Source: an optimization exercise on an open RTL-to-GDS flow (aim: small area and few clock cycles). Production flows keep margins and buffers that such runs may drop. Function was checked by simulation only, so behaviour that the tests miss may differ from the original. Power figures rest on the tool's default switching activity, not on a simulated workload.

==> flow/design.v <==
module alu (
  input [32-1:0] a, b,
  input sub,
  output [32-1:0] sum, p, g);
  wire [31:0] bb = b ^ {32{sub}};
  wire [31:0] c;
  assign p = a ^ bb;
  assign g = a & bb;
  bk32 bk(.p(p), .g(g), .cin(sub), .c(c));
  assign sum = p ^ c;
endmodule
module bk32 (
  input [31:0] p, g,
  input cin,
  output [31:0] c);
  wire g0c = g[0] | (p[0] & cin);
  wire G0 = g[1] | (p[1] & g0c);
  wire P0 = p[1] & p[0];
  wire G1 = g[3] | (p[3] & g[2]);
  wire P1 = p[3] & p[2];
  wire G2 = g[5] | (p[5] & g[4]);
  wire P2 = p[5] & p[4];
  wire G3 = g[7] | (p[7] & g[6]);
  wire P3 = p[7] & p[6];
  wire G4 = g[9] | (p[9] & g[8]);
  wire P4 = p[9] & p[8];
  wire G5 = g[11] | (p[11] & g[10]);
  wire P5 = p[11] & p[10];
  wire G6 = g[13] | (p[13] & g[12]);
  wire P6 = p[13] & p[12];
  wire G7 = g[15] | (p[15] & g[14]);
  wire P7 = p[15] & p[14];
  wire G8 = g[17] | (p[17] & g[16]);
  wire P8 = p[17] & p[16];
  wire G9 = g[19] | (p[19] & g[18]);
  wire P9 = p[19] & p[18];
  wire G10 = g[21] | (p[21] & g[20]);
  wire P10 = p[21] & p[20];
  wire G11 = g[23] | (p[23] & g[22]);
  wire P11 = p[23] & p[22];
  wire G12 = g[25] | (p[25] & g[24]);
  wire P12 = p[25] & p[24];
  wire G13 = g[27] | (p[27] & g[26]);
  wire P13 = p[27] & p[26];
  wire G14 = g[29] | (p[29] & g[28]);
  wire P14 = p[29] & p[28];
  wire G15 = g[31] | (p[31] & g[30]);
  wire P15 = p[31] & p[30];
  wire G16 = G1 | (P1 & G0);
  wire P16 = P1 & P0;
  wire G17 = G3 | (P3 & G2);
  wire P17 = P3 & P2;
  wire G18 = G5 | (P5 & G4);
  wire P18 = P5 & P4;
  wire G19 = G7 | (P7 & G6);
  wire P19 = P7 & P6;
  wire G20 = G9 | (P9 & G8);
  wire P20 = P9 & P8;
  wire G21 = G11 | (P11 & G10);
  wire P21 = P11 & P10;
  wire G22 = G13 | (P13 & G12);
  wire P22 = P13 & P12;
  wire G23 = G15 | (P15 & G14);
  wire P23 = P15 & P14;
  wire G24 = G17 | (P17 & G16);
  wire P24 = P17 & P16;
  wire G25 = G19 | (P19 & G18);
  wire P25 = P19 & P18;
  wire G26 = G21 | (P21 & G20);
  wire P26 = P21 & P20;
  wire G27 = G23 | (P23 & G22);
  wire P27 = P23 & P22;
  wire G28 = G25 | (P25 & G24);
  wire P28 = P25 & P24;
  wire G29 = G27 | (P27 & G26);
  wire P29 = P27 & P26;
  wire G30 = G29 | (P29 & G28);
  wire P30 = P29 & P28;
  wire G31 = G26 | (P26 & G28);
  wire P31 = P26 & P28;
  wire G32 = G18 | (P18 & G24);
  wire P32 = P18 & P24;
  wire G33 = G20 | (P20 & G28);
  wire P33 = P20 & P28;
  wire G34 = G22 | (P22 & G31);
  wire P34 = P22 & P31;
  wire G35 = G2 | (P2 & G16);
  wire P35 = P2 & P16;
  wire G36 = G4 | (P4 & G24);
  wire P36 = P4 & P24;
  wire G37 = G6 | (P6 & G32);
  wire P37 = P6 & P32;
  wire G38 = G8 | (P8 & G28);
  wire P38 = P8 & P28;
  wire G39 = G10 | (P10 & G33);
  wire P39 = P10 & P33;
  wire G40 = G12 | (P12 & G31);
  wire P40 = P12 & P31;
  wire G41 = G14 | (P14 & G34);
  wire P41 = P14 & P34;
  wire G42 = g[2] | (p[2] & G0);
  wire P42 = p[2] & P0;
  wire G43 = g[4] | (p[4] & G16);
  wire P43 = p[4] & P16;
  wire G44 = g[6] | (p[6] & G35);
  wire P44 = p[6] & P35;
  wire G45 = g[8] | (p[8] & G24);
  wire P45 = p[8] & P24;
  wire G46 = g[10] | (p[10] & G36);
  wire P46 = p[10] & P36;
  wire G47 = g[12] | (p[12] & G32);
  wire P47 = p[12] & P32;
  wire G48 = g[14] | (p[14] & G37);
  wire P48 = p[14] & P37;
  wire G49 = g[16] | (p[16] & G28);
  wire P49 = p[16] & P28;
  wire G50 = g[18] | (p[18] & G38);
  wire P50 = p[18] & P38;
  wire G51 = g[20] | (p[20] & G33);
  wire P51 = p[20] & P33;
  wire G52 = g[22] | (p[22] & G39);
  wire P52 = p[22] & P39;
  wire G53 = g[24] | (p[24] & G31);
  wire P53 = p[24] & P31;
  wire G54 = g[26] | (p[26] & G40);
  wire P54 = p[26] & P40;
  wire G55 = g[28] | (p[28] & G34);
  wire P55 = p[28] & P34;
  wire G56 = g[30] | (p[30] & G41);
  wire P56 = p[30] & P41;
  assign c = {G56, G41, G55, G34, G54, G40, G53, G31, G52, G39, G51, G33, G50, G38, G49, G28, G48, G37, G47, G32, G46, G36, G45, G24, G44, G35, G43, G16, G42, G0, g0c, cin};
endmodule
module rfile (
 input clk,
 input [5-1:0] a1, a2, a3,
 output [32-1:0] rd1, rd2,
 input [32-1:0] wd3,
 input we3);
  wire [3:0] l1, l2, l3;
  wire [7:0] h1, h2, h3;
  predec pd1(.a(a1), .en(1'b1), .lo_n(l1), .hi_n(h1));
  predec pd2(.a(a2), .en(1'b1), .lo_n(l2), .hi_n(h2));
  predec pd3(.a(a3), .en(we3), .lo_n(l3), .hi_n(h3));
  wire [32*32-1:0] q;
  assign q[31:0] = 32'b0;
  wire [4*32-1:0] s1, s2, s3;
  genvar i, b, k;
  generate
    for (k = 0; k < 4; k = k + 1) begin : grp
      selgrp g1(.lo_n(l1), .hi_n(h1), .s(s1[32*k +: 32]));
      selgrp g2(.lo_n(l2), .hi_n(h2), .s(s2[32*k +: 32]));
      selgrp g3(.lo_n(l3), .hi_n(h3), .s(s3[32*k +: 32]));
    end
    for (i = 1; i < 32; i = i + 1) begin : r
      reg [32-1:0] v;
      for (k = 0; k < 4; k = k + 1) begin : w
        always @(posedge clk)
          if (s3[32*k + i]) v[8*k +: 8] <= wd3[8*k +: 8];
      end
      assign q[i*32 +: 32] = v;
    end
    for (b = 0; b < 32; b = b + 1) begin : rb
      wire [31:0] col;
      for (i = 0; i < 32; i = i + 1) begin : c
        assign col[i] = q[i*32 + b];
      end
      rsel p1(.d(col), .s(s1[32*(b/8) +: 32]), .y(rd1[b]));
      rsel p2(.d(col), .s(s2[32*(b/8) +: 32]), .y(rd2[b]));
    end
  endgenerate
endmodule
module predec (input [4:0] a, input en, output [3:0] lo_n, output [7:0] hi_n);
  assign lo_n = ~(4'b1 << a[1:0]);
  assign hi_n = ~({7'b0, en} << a[4:2]);
endmodule
module selgrp (input [3:0] lo_n, input [7:0] hi_n, output [31:0] s);
  assign s[0] = 1'b0;
  genvar i;
  generate
    for (i = 1; i < 32; i = i + 1) begin : g
      nor2c n(.a(lo_n[i % 4]), .b(hi_n[i / 4]), .y(s[i]));
    end
  endgenerate
endmodule
module nor2c (input a, b, output y);
  assign y = ~(a | b);
endmodule
module rsel (
  input [31:0] d,
  input [31:0] s,
  output y);
  wire [11:0] t;
  wire [2:0] n;
  genvar k;
  generate
    for (k = 0; k < 10; k = k + 1) begin : g
      ao3n g(.a0(d[3*k+1]), .s0(s[3*k+1]), .a1(d[3*k+2]), .s1(s[3*k+2]),
             .a2(d[3*k+3]), .s2(s[3*k+3]), .y(t[k]));
    end
  endgenerate
  nand2c g10(.a(d[31]), .b(s[31]), .y(t[10]));
  nand4c n0(.a(t[0]), .b(t[1]), .c(t[2]), .d(t[3]), .y(n[0]));
  nand4c n1(.a(t[4]), .b(t[5]), .c(t[6]), .d(t[7]), .y(n[1]));
  nand3c n2(.a(t[8]), .b(t[9]), .c(t[10]), .y(n[2]));
  or3c o(.a(n[0]), .b(n[1]), .c(n[2]), .y(y));
endmodule
module ao3n (input a0, s0, a1, s1, a2, s2, output y);
  assign y = ~((a0 & s0) | (a1 & s1) | (a2 & s2));
endmodule
module nand2c (input a, b, output y);
  assign y = ~(a & b);
endmodule
module nand3c (input a, b, c, output y);
  assign y = ~(a & b & c);
endmodule
module nand4c (input a, b, c, d, output y);
  assign y = ~(a & b & c & d);
endmodule
module or3c (input a, b, c, output y);
  assign y = a | b | c;
endmodule
module mipse(
input clk, rst_n,
input [32-1:0] instr,
input [32-1:0] readdata,
output [32-1:0] pc,
output [32-1:0] aluresult,
output [32-1:0] writedata,
output memwrite);
wire [5:0] op = instr[31:26];
wire [4:0] rs = instr[25:21];
wire [4:0] rt = instr[20:16];
wire [4:0] rd = instr[15:11];
wire [4:0] sh = instr[10:6];
wire [5:0] fn = instr[5:0];
wire [15:0] imm = instr[15:0];
wire op0x  = op[5:3] == 3'b000;
wire r_t   = op == 6'b000000;
wire i_alu = ~op[5] & op[3];               
wire ld    = op[5] & ~op[3];               
wire st    = op[5] & op[3];                
wire jmp   = op0x & ~op[2] & op[1];        
wire jal   = jmp & op[0];
wire bcmp  = op0x & op[2] & ~op[1];        
wire blez  = op0x & op[2] & op[1];
wire bgez  = op0x & ~op[2] & ~op[1] & op[0] & rt[0];
wire jr    = r_t & ~fn[5] & fn[3];
wire movz  = r_t & ~fn[5] & fn[4];
wire rlog  = r_t & fn[5] & fn[2];          
wire ori   = i_alu & op[2] & ~op[1];
wire [32-1:0] srca, rtv;
assign writedata = rtv;
wire sel_rt  = r_t | bcmp;
wire sel_imm = i_alu | ld | st;
wire se      = ~op[0] | op[5];
wire [32-1:0] srcb;
assign srcb[15:0]  = ({16{sel_rt}} & rtv[15:0]) | ({16{sel_imm}} & imm);
assign srcb[31:16] = ({16{sel_rt}} & rtv[31:16]) | {16{sel_imm & se & imm[15]}};
wire sub = r_t ? (fn[3] | (fn[1] & ~fn[2])) : (i_alu & ~op[2] & op[1]);
wire [32-1:0] sum, p, g;
alu alu_1(.a(srca), .b(srcb), .sub(sub), .sum(sum), .p(p), .g(g));
assign aluresult = sum;
wire eq = ~|p;
wire rtz = ~|rtv;
reg [31:2] pcr;
assign pc = {pcr, 2'b00};
wire [31:2] pc4, bt;
pcadd pcadd_1(.pc(pcr), .imm(imm), .pc4(pc4), .bt(bt));
wire s_sum = (r_t & ((fn[5] & ~fn[3] & ~fn[2]) | movz)) | (i_alu & ~op[2] & ~op[1]);
wire s_slt = (r_t & fn[5] & fn[3]) | (i_alu & ~op[2] & op[1]);
wire s_g   = (rlog & ~fn[1]) | ori;
wire s_p   = (rlog & (fn[1] ^ fn[0])) | ori;
wire s_nor = rlog & fn[1] & fn[0];
wire s_lui = i_alu & op[2] & op[1];
wire s_sll = r_t & ~fn[5] & ~fn[4];
wire [32-1:0] shv;
sll16 sll_1(.x(rtv), .sh(sh[3:0]), .y(shv));
wire [32-1:0] result;
wbmux wbmux_1(.sum(sum), .p(p), .g(g), .shv(shv), .pc4(pc4), .rdata(readdata), .imm(imm),
  .s_sum(s_sum), .s_slt(s_slt), .s_g(s_g), .s_p(s_p), .s_nor(s_nor), .s_lui(s_lui),
  .s_sll0(s_sll & ~sh[4]), .s_sll16(s_sll & sh[4]), .s_jal(jal), .s_ld(ld), .y(result));
wire regwrite = r_t ? (fn[5] | (~fn[3] & (~fn[4] | rtz))) : (i_alu | ld | jal);
wire [4:0] writereg = jal ? 5'd31 : r_t ? rd : rt;
rfile rfile_1(.clk(clk), .rd1(srca), .a1(rs), .rd2(rtv), .a2(rt),
  .wd3(result), .a3(writereg), .we3(regwrite));
assign memwrite = st;
wire taken = (bcmp | blez) & (op[0] ^ eq) | bgez & ~eq;
wire [31:2] npc;
pcmux pcmux_1(.pc(pcr), .instr(instr[25:0]), .rs(srca[31:2]), .bt(bt), .pc4(pc4),
  .jmp(jmp), .jr(jr), .taken(taken), .y(npc));
always @(posedge clk or negedge rst_n)
  if (!rst_n) pcr <= 30'd0;
  else pcr <= npc;
endmodule
module sll16(input [31:0] x, input [3:0] sh, output [31:0] y);
  wire [3:0] d0 = 4'b1 << sh[1:0];
  wire [3:0] d1 = 4'b1 << sh[3:2];
  wire [34:0] xe = {x, 3'b0};
  wire [31:0] s1;
  wire [43:0] s1e = {s1, 12'b0};
  genvar i;
  generate
    for (i = 0; i < 32; i = i + 1) begin : b
      assign s1[i] = (xe[i+3] & d0[0]) | (xe[i+2] & d0[1]) | (xe[i+1] & d0[2]) | (xe[i] & d0[3]);
      assign y[i] = (s1e[i+12] & d1[0]) | (s1e[i+8] & d1[1]) | (s1e[i+4] & d1[2]) | (s1e[i] & d1[3]);
    end
  endgenerate
endmodule
module pcadd(input [31:2] pc, input [15:0] imm, output [31:2] pc4, bt);
  wire [32:2] t;
  assign t[2] = 1'b1;
  genvar i;
  generate
    for (i = 2; i < 32; i = i + 1) begin : inc
      assign pc4[i] = pc[i] ^ t[i];
      assign t[i+1] = pc[i] & t[i];
    end
  endgenerate
  wire [7:0] sa, s0, s1;
  wire ca, c0, c1;
  assign {ca, sa} = {1'b0, pc[9:2]} + {1'b0, imm[7:0]} + 9'd1;
  assign {c0, s0} = {1'b0, pc[17:10]} + {1'b0, imm[15:8]};
  assign {c1, s1} = {1'b0, pc[17:10]} + {1'b0, imm[15:8]} + 9'd1;
  wire c18 = ca ? c1 : c0;
  assign bt[9:2] = sa;
  assign bt[17:10] = ca ? s1 : s0;
  wire [32:18] q;
  assign q[18] = 1'b1;
  generate
    for (i = 18; i < 32; i = i + 1) begin : hi
      assign q[i+1] = q[i] & (pc[i] ^ imm[15]);
      assign bt[i] = pc[i] ^ (q[i] & (c18 ^ imm[15]));
    end
  endgenerate
endmodule
module wbmux(
  input [31:0] sum, p, g, shv, rdata,
  input [31:2] pc4,
  input [15:0] imm,
  input s_sum, s_slt, s_g, s_p, s_nor, s_lui, s_sll0, s_sll16, s_jal, s_ld,
  output [31:0] y);
  assign y =
    ({32{s_sum}} & sum) |
    {31'b0, s_slt & sum[31]} |
    ({32{s_g}} & g) |
    ({32{s_p}} & p) |
    ({32{s_nor}} & ~(p | g)) |
    {{16{s_lui}} & imm, 16'b0} |
    ({32{s_sll0}} & shv) |
    {{16{s_sll16}} & shv[15:0], 16'b0} |
    ({32{s_jal}} & {pc4, 2'b00}) |
    ({32{s_ld}} & rdata);
endmodule
module pcmux(
  input [31:2] pc, rs, bt, pc4,
  input [25:0] instr,
  input jmp, jr, taken,
  output [31:2] y);
  wire s_r = ~jmp & jr;
  wire s_b = ~jmp & ~jr & taken;
  wire s_4 = ~jmp & ~jr & ~taken;
  assign y = ({30{jmp}} & {pc[31:28], instr}) | ({30{s_r}} & rs) |
             ({30{s_b}} & bt) | ({30{s_4}} & pc4);
endmodule
==> flow/flow/run.sh <==
#!/bin/bash
# Own layout flow.
#  - Synthesis: the standard synthesis script (ORFS synth.tcl, -nofsm -noshare,
#    hierarchical, then flattened and renamed) with only ABC's final mapping
#    changed: the modules that are off the critical paths are mapped with an
#    area-oriented ABC script (flow/area.abc); registers are untouched.
#  - Layout: the standard ORFS steps, with ports buffered by buf_2 instead of the
#    default pick (a slow delay cell) and clock tree synthesis without dummy loads, with clkbuf_16 and larger sink clusters.
# Each step's full output goes to a log file here; ORFS's own logs are in orfs/logs.
set -uo pipefail
here=$(pwd)
bash standard.sh "SYNTH_SCRIPT=$here/flow/synth.tcl" "MY_ABC_SCRIPT=$here/flow/area.abc" \
  "AREA_MODULES=sll16 pcadd rsel ao3n nand2c nand3c nand4c or3c nor2c selgrp wbmux pcmux" synth \
  > log_synth.txt 2>&1 || { tail -50 log_synth.txt; exit 1; }
bash standard.sh \
  "BUFFER_PORTS_ARGS=-buffer_cell sky130_fd_sc_hd__buf_2" \
  "CTS_ARGS=-sink_clustering_enable -repair_clock_nets -dont_use_dummy_load -buf_list sky130_fd_sc_hd__clkbuf_16 -sink_clustering_size 26 -sink_clustering_max_diameter 100" \
  finish > log_layout.txt 2>&1 || { tail -50 log_layout.txt; exit 1; }
tail -5 log_layout.txt
==> flow/flow/area.abc <==
strash; ifraig; dc2; strash; &get -n; &st; &dch; &nf -a -R 1000; &put; topo; stime -c
==> flow/flow/synth.tcl <==
proc synth {args} { yosys synth -nofsm -noshare {*}$args }
# ORFS's synth.tcl, with the final ABC mapping split in two: the modules named in
# AREA_MODULES are mapped with an area-oriented script (MY_ABC_SCRIPT), the rest
# with ORFS's own script and arguments (it leaves the area-mapped modules alone).
set f [open $::env(SCRIPTS_DIR)/synth.tcl]
set s [read $f]
close $f
set old {log_cmd abc {*}$abc_args}
set new {
  log_cmd abc {*}[lreplace $abc_args 1 1 $::env(MY_ABC_SCRIPT)] {*}$::env(AREA_MODULES)
  log_cmd abc {*}$abc_args
}
if { [string first $old $s] < 0 } { error "synth.tcl: abc call not found" }
set s [string map [list $old $new] $s]
uplevel #0 $s
# left out here: clear keep_hierarchy, flatten, clean up, hide names made inside functions, write 1_2_yosys.v
==> flow/standard.sh <==
#!/bin/bash
# synth_recipe.tcl (not shown) runs the flow's synth.tcl, then flattens the netlist and writes it again
# the make line also repeats each setting of config.mk as NAME=value (left out here)
make -C /OpenROAD-flow-scripts/flow DESIGN_CONFIG=/design/flow/config.mk WORK_HOME=/design/flow/orfs CLKGATE_MAP_FILE= SYNTH_SCRIPT=/design/flow/synth_recipe.tcl "${@:-finish}"
==> flow/config.mk <==
export PLATFORM = sky130hd
export DESIGN_NAME = mipse
export DESIGN_NICKNAME = mipse
export VERILOG_FILES = /design/flow/design.v
export SDC_FILE = /design/flow/constraint.sdc
export NUM_CORES = 4
export LEC_CHECK = 0
export CAP_MARGIN = 20
export CORE_MARGIN = 2
export CORE_UTILIZATION = 45
export GPL_TIMING_DRIVEN = 0
export SETUP_SLACK_MARGIN = 0.35
export SLEW_MARGIN = 20
export SYNTH_HIERARCHICAL = 1
==> flow/constraint.sdc <==
create_clock -name core_clock -period 10.0 [get_ports {clk}]
set_input_delay 2.0000 -clock core_clock [delete_from_list [all_inputs] [get_ports {clk}]]
set_output_delay 2.0000 -clock core_clock [all_outputs]
set_load 0.01 [all_outputs]
==> out/metrics.cfg, run 1 <==
[status]
outcome = no timing/DRC/antenna violations

[power]
power.switching_w = 0.00260
ir_drop_v = 0.000125
cellPowerDensity_mw_per_mm2 = 166
swShare = 0.294
intPower_w = 0.00626
pwr-share-seq = 0.561
p_leak_nw = 18.4
p_total_w = 0.00886
clockPowerShare = 0.238
combPwrFrac = 0.200

[placed_design]
dp_cells = 5022
place.detailed.hpwl_um = 137000
io_buffers = 157
post_dp_cell_area_mm2 = 0.0518
gp_congestion = 0.998

[clock_network]
hold_buffers = 0
cts.path.max_buffers = 3
clk_latency_ns = 0.69
cts_sinks = 1022
clockRootBuffer = clkbuf_16
htreeDepth = 2
clk_pin_slew_ns = 0.09
cts_tree = built
cts_buffers = 46

[final_layout]
layout.nets = 3858
design_area_mm2 = 0.0534
fin_cells = 5106
layout_common_cells = edfxtp_1 (992), a222oi_1 (748), nor2_1 (389)
area_delta_synth_final_pct = 12.8
final_common_cell = edfxtp_1
drive_above_1_share = 0.128

[die]
core_mm2 = 0.105
die_w_um = 328
die_area_mm2 = 0.108
io-pin-count = 163
die_h_um = 328
initial_utilization = 0.452
rows = 119

[synth]
synth.avg_cell_area_um2 = 14.1
yosysWarnings = 8
syn-cell-area_mm2 = 0.0474
netlist_instances = 3364

[worst_setup_path]
path_buf_inv = 4
cp_top_family = compound AO/OA/AOI/OAI gates
critical_path_class = in2out
worstSetupStartpointType = primary input
cp_cell_sequence = buf_2 -> nand4bb_4 -> buf_8 -> nor2_1 -> a222oi_1 -> nand4_1 -> or3_4 -> nand2_1 -> o21ai_0 -> xor2_1 -> ha_1 -> a21o_1 -> and4_4 -> o211ai_4 -> o211ai_1 -> a21o_1 -> a21o_1 -> a21o_1 -> buf_4 -> xor2_1 -> buf_2
end_kind = primary output
worstPathArrival_ns = 7.73
path_max_fanout = 10
cp_slowest_stage_delay_ns = 0.68
crit_path_top_delay_cell = a222oi_1
crit_top_cell = a21o_1
required_ns = 8.00

[sta]
fmaxAchievable_mhz = 103
fin_crit_sh = 0.973
finClkSkew_ns = 0.0556
rsz0062_at_grt = no
worst_pin_slew_ns = 0.985
slew-limit-headroom = 0.343
setup_viol = 0
drv_slew = 0
finalHoldViolations = 0
finalCriticalPeriod_ns = 9.73

[route]
drt-total-wl_um = 192000
drc_errors = 0
drtAntennaViolNets = 0
dr.pass1.iters = 13
via_per_inst = 7.74
drt_iter0_drc = 10300
vias = 39500
wl_per_cell_um = 37.6

[run]
maxCapViolations = 0

[global_routing]
grt-ovfl-total = 0
grt_pass1_vias = 36100
grt_pass1_wl_um = 265000
antenna_found_initial = 17
grt_usage = 0.344
grt_max_degree = 36

[hold_path]
hold_path.class = reg2reg

==> layer usage <==
metal	vias to the layer above	GRT usage	wire (µm)
li1	15800	-	-
met1	19700	0.467	69900
met2	3345	0.505	82100
met3	598	0.0989	27900
met4	16	0.174	12000
met5	-	0	110
==> power by group through the flow <==
stage,Combinational (W),Clock (W),Sequential [W]
2_1_floorplan,0.000874,0,0.00505
3_3_place_gp,0.00158,0,0.00508
3_5_place_dp,0.00168,0,0.00507
4_1_cts,0.00171,0.00213,0.00497
5_1_grt,0.00186,0.00226,0.00498
6_report,0.00178,0.00211,0.00498
==> sequential cells by signal, indices dropped and copies added, names as in the netlist <==
signal / cells
pcr: 30
rfile_1.r.v: 992
==> worst paths after layout <==
path / cells past startpoint / start / end / slack [ns]
min in group asynchronous: 1 / rst_n / pcr[2] / 1.44
max reg2reg: 30 / pcr[3] / rfile_1.r[27].v[30] / 2.65
max in group asynchronous: 1 / rst_n / pcr[13] / 7.94
min: 3 / pcr[31] / pcr[31] / 0.64
min reg2reg: 3 / pcr[31] / pcr[31] / 0.64
max: 21 / instr[20] / aluresult[18] / 0.27
==> final cells by class <==
cell class	instances	area (µm²)
repair buffers	279	2560
multi-input cells	2281	16900
plain buffers	48	385
clock buffers	46	1150
well taps	1391	1740
inverters	31	116
fillers	9012	51400
flip-flops and latches	1022	30500
diodes	8	20.0
==> worst register-to-register path: cells and delay by family, from the launching register on <==
family | cells | cell delay [ns]
AND/OR/NAND/NOR | 1 | 0.64
AO/OA/AOI/OAI | 1 | 0.22
adder cells (fa/ha/maj) | 28 | 5.51
flip-flops | 1 | 0.46
==> what timing repair did <==
item	4_1_cts	5_1_grt
pin swaps	6	11
setup buffers	18	10
gates cloned	1	1
setup endpoints to repair	19	14
gates resized for setup	17	15
hold endpoints to repair	0	0
==> metrics by stage <==
| stage | worst slack [ns] | hold slack (ns) | util | setup TNS, ns |
|---|---|---|---|---|
| final | 0.268 | 0.636 | 0.510 | 0 |
| after global routing | 0.351 | 0.699 | 0.510 | 0 |
| after CTS | 0.340 | 0.645 | 0.508 | 0 |
| after detailed placement | -0.701 | 0.624 | 0.494 | -1.66 |
| after global placement | -3.20 | 0.615 | 0.477 | -2759.07 |
| after floorplan | 1.58 | 0.640 | - | 0 |
Testbench counts, summed over its fixed seeds: cycles 115,339.
==> run 2, diff against run 1 <==
--- a/flow/config.mk
+++ b/flow/config.mk
@@ -7,7 +7,7 @@
 export LEC_CHECK = 0
 export CAP_MARGIN = 20
 export CORE_MARGIN = 2
-export CORE_UTILIZATION = 45
+export CORE_UTILIZATION = 55
 export GPL_TIMING_DRIVEN = 0
 export SETUP_SLACK_MARGIN = 0.35
 export SLEW_MARGIN = 20
==> out/metrics.cfg, run 2 <==
[worst_setup_path]
critical_path_class = in2out  ; unchanged
path_max_fanout = 18  ; was 10
worstSetupStartpointType = primary input  ; unchanged
worstPathArrival_ns = 7.67  ; was 7.73 ns
crit_path_top_delay_cell = or3_1  ; was a222oi_1
cp_cell_sequence = buf_2 -> nand2_4 -> buf_12 -> nor2_1 -> a222oi_1 -> nand4_1 -> or3_1 -> nand2_1 -> o21ai_0 -> xor2_1 -> ha_1 -> a21oi_1 -> o21ai_0 -> nand3_1 -> o211ai_1 -> buf_4 -> a21o_1 -> a21o_1 -> a21o_1 -> buf_4 -> xor2_1 -> buf_2  ; was buf_2 -> nand4bb_4 -> buf_8 -> nor2_1 -> a222oi_1 -> nand4_1 -> or3_4 -> nand2_1 -> o21ai_0 -> xor2_1 -> ha_1 -> a21o_1 -> and4_4 -> o211ai_4 -> o211ai_1 -> a21o_1 -> a21o_1 -> a21o_1 -> buf_4 -> xor2_1 -> buf_2
end_kind = primary output  ; unchanged
required_ns = 8.00  ; about the same
crit_top_cell = a21o_1  ; unchanged
cp_slowest_stage_delay_ns = 0.63  ; was 0.68 ns

[final_layout]
fin_cells = 4839  ; was 5,106
largest_register = rfile_1.r.v  ; unchanged
design_area_mm2 = 0.0529  ; was 0.0534 mm²
n_fill_cell = 6495  ; was 9,012
layout_common_cells = edfxtp_1 (992), a222oi_1 (748), nor2_1 (385)  ; was edfxtp_1 (992), a222oi_1 (748), nor2_1 (389)
final_common_cell = edfxtp_1  ; unchanged
layout.nets = 3841  ; was 3,858
drive_above_1_share = 0.124  ; was 0.128
largest_reg_flops = 992  ; unchanged
largestRegisters = rfile_1.r.v (992), pcr (30)  ; unchanged
area_delta_synth_final_pct = 11.6  ; was 12.8%

[global_routing]
grt_pass1_wl_um = 270000  ; was 265,000 µm
grt-ovfl-total = 0  ; unchanged
grt_usage = 0.423  ; was 0.344
grt_max_degree = 36  ; unchanged
grt_pass1_vias = 38000  ; was 36,100
antenna_found_initial = 19  ; was 17

[clock_network]
htreeDepth = 2  ; unchanged
cts_sinks = 1022  ; unchanged
hold_buffers = 0  ; unchanged
cts.path.max_buffers = 3  ; unchanged
cts_buffers = 45  ; was 46
clockRootBuffer = clkbuf_16  ; unchanged
clk_pin_slew_ns = 0.10  ; was 0.09 ns
clk_latency_ns = 0.66  ; was 0.69 ns
cts_tree = built  ; unchanged

[power]
cellPowerDensity_mw_per_mm2 = 167  ; was 166 mW/mm²
p_total_w = 0.00883  ; was 0.00886 W
ir_drop_v = 0.000177  ; was 0.000125 V
p_leak_nw = 18.2  ; was 18.4 nW

[route]
dr.pass1.iters = 20  ; was 13
vias = 40400  ; was 39,500
drc_errors = 0  ; unchanged
wl_per_cell_um = 40.1  ; was 37.6 µm
drtAntennaViolNets = 0  ; unchanged
drt_iter0_drc = 11200  ; was 10,300
via_per_inst = 8.35  ; was 7.74
drt-total-wl_um = 194000  ; was 192,000 µm

[sta]
finClkSkew_ns = 0.0368  ; was 0.0556 ns
slew-limit-headroom = 0.226  ; was 0.343
finalCriticalPeriod_ns = 9.67  ; was 9.73 ns
worst_pin_slew_ns = 1.16  ; was 0.985 ns
fin_crit_sh = 0.967  ; was 0.973
finalHoldViolations = 0  ; unchanged
rsz0062_at_grt = no  ; unchanged
setup_viol = 0  ; unchanged
fmaxAchievable_mhz = 103  ; about the same
drv_slew = 0  ; unchanged

[status]
outcome = no timing/DRC/antenna violations  ; unchanged

[die]
die_w_um = 297  ; was 328 µm
initial_utilization = 0.555  ; was 0.452
die_area_mm2 = 0.0885  ; was 0.108 mm²
io-pin-count = 163  ; unchanged
core_mm2 = 0.0853  ; was 0.105 mm²
die_h_um = 297  ; was 328 µm
rows = 107  ; was 119

[placed_design]
gp_congestion = 1.02  ; was 0.998
io_buffers = 157  ; unchanged
post_dp_cell_area_mm2 = 0.0514  ; was 0.0518 mm²
place.detailed.hpwl_um = 139000  ; was 137,000 µm
dp_cells = 4776  ; was 5,022

[synth]
synth.avg_cell_area_um2 = 14.1  ; unchanged
netlist_instances = 3364  ; unchanged
yosysWarnings = 8  ; unchanged
syn-cell-area_mm2 = 0.0474  ; unchanged

[run]
maxCapViolations = 0  ; unchanged

[hold_path]
hold_path.class = reg2reg  ; unchanged

[run 2: worst paths after layout]
path	from	to	slack, ns	cells after the start
setup / recovery	instr[17]	aluresult[18]	0.33	22
hold / removal	pcr[18]	pcr[18]	0.66	3
setup reg to reg	pcr[3]	rfile_1.r[11].v[29]	2.56	29
hold reg to reg	pcr[18]	pcr[18]	0.66	3
max in group asynchronous	rst_n	pcr[23]	7.97	1
min in group asynchronous	rst_n	pcr[17]	1.46	1
[run 2: stage by stage]
step / TNS, ns / setup slack (ns) / hold slack (ns) / utilization
floorplan: 0 / 1.58 / 0.640 / -
global placement: -2139.99 / -3.08 / 0.625 / 0.582
detailed placement: -0.638 / -0.488 / 0.639 / 0.603
CTS: 0 / 0.359 / 0.660 / 0.618
global route: 0 / 0.363 / 0.680 / 0.620
finish: 0 / 0.333 / 0.656 / 0.620
[run 2: cell type report]
| class | instances | area, µm² | share of cell area |
|---|---|---|---|
| Multi-Input combinational cell | 2281 | 16900 | 0.320 |
| Antenna cell | 5 | 12.5 | 0.000237 |
| Tap cell | 1144 | 1430 | 0.0271 |
| Sequential cell | 1022 | 30500 | 0.578 |
| Buffer | 48 | 385 | 0.00729 |
| Timing Repair Buffer | 263 | 2350 | 0.0445 |
| Inverter | 31 | 116 | 0.00220 |
| Clock buffer | 45 | 1130 | 0.0213 |
[run 2: routing by layer]
layer / vias up / wire length, µm / global-route usage
met5: - / 98 / 0
met4: 16 / 12600 / 0.222
met3: 748 / 32700 / 0.132
met2: 4027 / 83400 / 0.628
met1: 19800 / 65100 / 0.561
li1: 15800 / - / -
[run 2: where the power goes]
part	switching, W	total (W)	leakage, nW	internal [W]
combinational	0.00123	0.00180	8.16	0.000573
clock	0.00125	0.00206	0.555	0.000808
sequential	0.000109	0.00497	9.52	0.00486
[run 2: worst max-delay path: cells and delay by family]
kind            cells  cell delay (ns)
buf+inv             5             1.07
compound gates      8             1.67
fa+ha+maj           1             0.40
simple gates        6             1.79
xor+xnor            2             0.71
[run 2: what timing repair did]
item | CTS | global route
gates cloned | 2 | 1
pin swaps | 4 | 8
endpoints found under the hold margin | 0 | 0
setup endpoints to repair | 17 | 15
buffers inserted | 6 | 4
gates resized for setup | 11 | 22

## separate check: timing with driven ports
The results above use ideal ports. As a check the final layouts listed here were re-extracted and re-timed, cells and wires unchanged.
Step 1, drivers: a clkbuf_16 drives clk and a buf_2 each remaining input, both assumed.
Step 2 adds t to the input delays and takes it off the output delays; t is the mean of the earliest and latest rising clock arrival at the registers after step 1. Input paths then give back, and output paths get back, about the clock's delay inside the block.
Three values: no drivers, after step 1, after step 2; two values: the first two.
run | shift t [ns] | setup slack, ns | worst hold slack (ns) | worst slew at a driven data input, ns
run 1 | 0.733 | 0.268 / 0.245 / 0.245 | 0.636 / 0.636 / 0.636 | 0.16
run 2 | 0.708 | 0.333 / 0.265 / 0.265 | 0.656 / 0.656 / 0.656 | 0.13
After both steps setup and hold are still met in every run listed. The setup slack of run 2, which loses most, moves by -0.068 ns with the drivers and by -0.068 ns with both steps.
